From an optimization exercise on the open Yosys and OpenROAD flow, aimed at small area; shortcuts taken in it are not production practice.
Only simulation tests tie the RTL to the original design; equivalence was not proved.
Power is estimated from default activity; no workload was simulated.

== JK ==
## Main
module Main(
	output CAN_TX,
	output txing,
	input CAN_RX,
	input RESET,
	input CLOCK_SIGNAL_IN,
	input send_data,
	input [10:0] address,
	input [63:0] transmit_data
	);
	wire baud_tick, tx_buf, can_bitstuff;
	BaudGen baud_calc(CLOCK_SIGNAL_IN, RESET, baud_tick);
	can_tx tx_block(tx_buf, can_bitstuff, txing, CAN_RX, CAN_TX, address,
		transmit_data, send_data, baud_tick, CLOCK_SIGNAL_IN, RESET);
	tx_container stuffer(CAN_TX, tx_buf, can_bitstuff, CLOCK_SIGNAL_IN);
endmodule
==> flow/config.mk <==
export PLATFORM = sky130hd
export DESIGN_NAME = Main
export DESIGN_NICKNAME = Main
export VERILOG_FILES = /design/flow/design.v
export SDC_FILE = /design/flow/constraint.sdc
export NUM_CORES = 4
export LEC_CHECK = 0
export CAP_MARGIN = 20
export CORE_MARGIN = 2
export CORE_UTILIZATION = 60
export CTS_BUF_LIST = sky130_fd_sc_hd__clkbuf_8
export GPL_TIMING_DRIVEN = 0
export SLEW_MARGIN = 20
export SYNTH_HIERARCHICAL = 1
export SYNTH_MINIMUM_KEEP_SIZE = 0
==> flow/constraint.sdc <==
create_clock -name core_clock -period 10.0 [get_ports {CLOCK_SIGNAL_IN}]
set_input_delay 2.0000 -clock core_clock [delete_from_list [all_inputs] [get_ports {CLOCK_SIGNAL_IN}]]
set_output_delay 2.0000 -clock core_clock [all_outputs]
set_load 0.01 [all_outputs]
standard.sh (not shown) runs the stock make flow with config.mk's settings and CLKGATE_MAP_FILE= SYNTH_SCRIPT=/design/flow/synth_recipe.tcl, a recipe that flattens the netlist after the stock synthesis.
==> flow/flow/run.sh <==
#!/bin/bash
# Layout: the standard flow (standard.sh, standard synthesis unchanged) with
#  - each combinational gate downsized to its smallest-area variant after floorplan
#    (flow/downsize.tcl; later repair steps still fix slew, capacitance and timing),
#  - buf_1 as the cell that buffers each input and output port,
#  - power recovery (downsizing of cells with slack) after global routing,
#  - CTS with clkbuf_8 and without dummy loads.
# make's full output goes to flow_make.log in the work folder; ORFS's per-step
# logs are under orfs/logs/.
set -euo pipefail
bash standard.sh \
  POST_FLOORPLAN_TCL="$PWD/flow/downsize.tcl" \
  BUFFER_PORTS_ARGS="-buffer_cell sky130_fd_sc_hd__buf_1" \
  RECOVER_POWER=100 \
  CTS_ARGS="-sink_clustering_enable -repair_clock_nets -buf_list sky130_fd_sc_hd__clkbuf_8 -dont_use_dummy_load" \
  finish > flow_make.log 2>&1
==> flow/flow/downsize.tcl <==
remove_buffers
set n 0
set saved 0.0
foreach inst [get_cells *] {
  set master [get_property $inst ref_name]
  if {![regexp {^(sky130_fd_sc_hd__)([a-z0-9]+)_([0-9]+)$} $master -> pfx base drive]} { continue }
  if {[regexp {^(df|edf|sdf|sedf|dl|buf|clk|conb|tap|fill|decap|diode|ebuf|einv|lpflow|probe|dlygate|dlymetal)} $base]} { continue }
  # leave gates that drive many pins at their size
  set fo 0
  foreach opin [get_pins -of_objects $inst -filter "direction==output"] {
    set net [get_nets -of_objects $opin]
    if {$net ne ""} { set fo [expr {$fo + [llength [get_pins -of_objects $net -filter "direction==input"]]}] }
  }
  if {$fo > 6} { continue }
  set best ""
  set best_area 1e9
  foreach lc [get_lib_cells "*/${pfx}${base}_*"] {
    set lname [get_property $lc name]
    if {![regexp "^${pfx}${base}_\[0-9\]+\$" $lname]} { continue }
    if {[get_property $lc dont_use]} { continue }
    set a [get_property $lc area]
    if {$a < $best_area} { set best_area $a; set best $lname }
  }
  set cur_area [get_property [get_lib_cells "*/$master"] area]
  if {$best ne "" && $best ne $master && $best_area < $cur_area} {
    replace_cell $inst [get_lib_cells "*/$best"]
    incr n
    set saved [expr {$saved + $cur_area - $best_area}]
  }
}
puts "downsize.tcl: resized $n instances, saved [format %.1f $saved] um^2"
Input-level comparison between AL and JK:
Settings: clearing GPL_TIMING_DRIVEN, which used to be 0.
diff --git a/flow/flow/downsize.tcl b/flow/flow/downsize.tcl
--- a/flow/flow/downsize.tcl
+++ b/flow/flow/downsize.tcl
@@ -1 +0,0 @@
-remove_buffers
--- outcome ---
- Each of the runs, namely AL and JK, reached the end of the flow and came out clean.
- Relative to JK, combined global-route utilization of all metal layers has increased by 1.6 points in AL.
- The sequential fraction of total cell area on JK is in line with that on AL.
- AL vs. JK: via count climbed about 1.2%, maximum frequency now larger, sequential power level.
- Any difference in clock skew between JK and AL is small enough to ignore.
- Per the comparison of AL with JK, wire length grew by about 3.2%; final instance count without filler cells saw little to no change; routed wire length on met3 shows an increase of 30%; fraction of power consumed by sequential logic grew by 0.3 points; time the final worst path needs with I/O delays and setup now smaller.

[separate check: timing with driven ports]
No port has a modelled driver above. Below, the same layouts with a new extraction and two added sets of constraints. Step 1, drivers: a clkbuf_16 drives CLOCK_SIGNAL_IN and a buf_2 each remaining input, both assumed. Step 2 adds t to the input delays and takes it off the output delays; t is the mean of the earliest and latest rising clock arrival at the registers after step 1. Input paths then give back, and output paths get back, about the clock's delay inside the block. Three values: ideal, step 1, step 2; two values: the first two.
run	shift t [ns]	setup WS [ns]	worst hold slack (ns)
JK	0.324	2.142 / 2.144 / 1.820	0.368 / 0.368 / 0.368
AL	0.328	2.424 / 2.431 / 2.103	0.359 / 0.359 / 0.359
After both steps every run listed still meets setup and hold. For JK, which loses most, drivers alone change the setup slack by +0.002 ns; drivers and shift together by -0.322 ns.
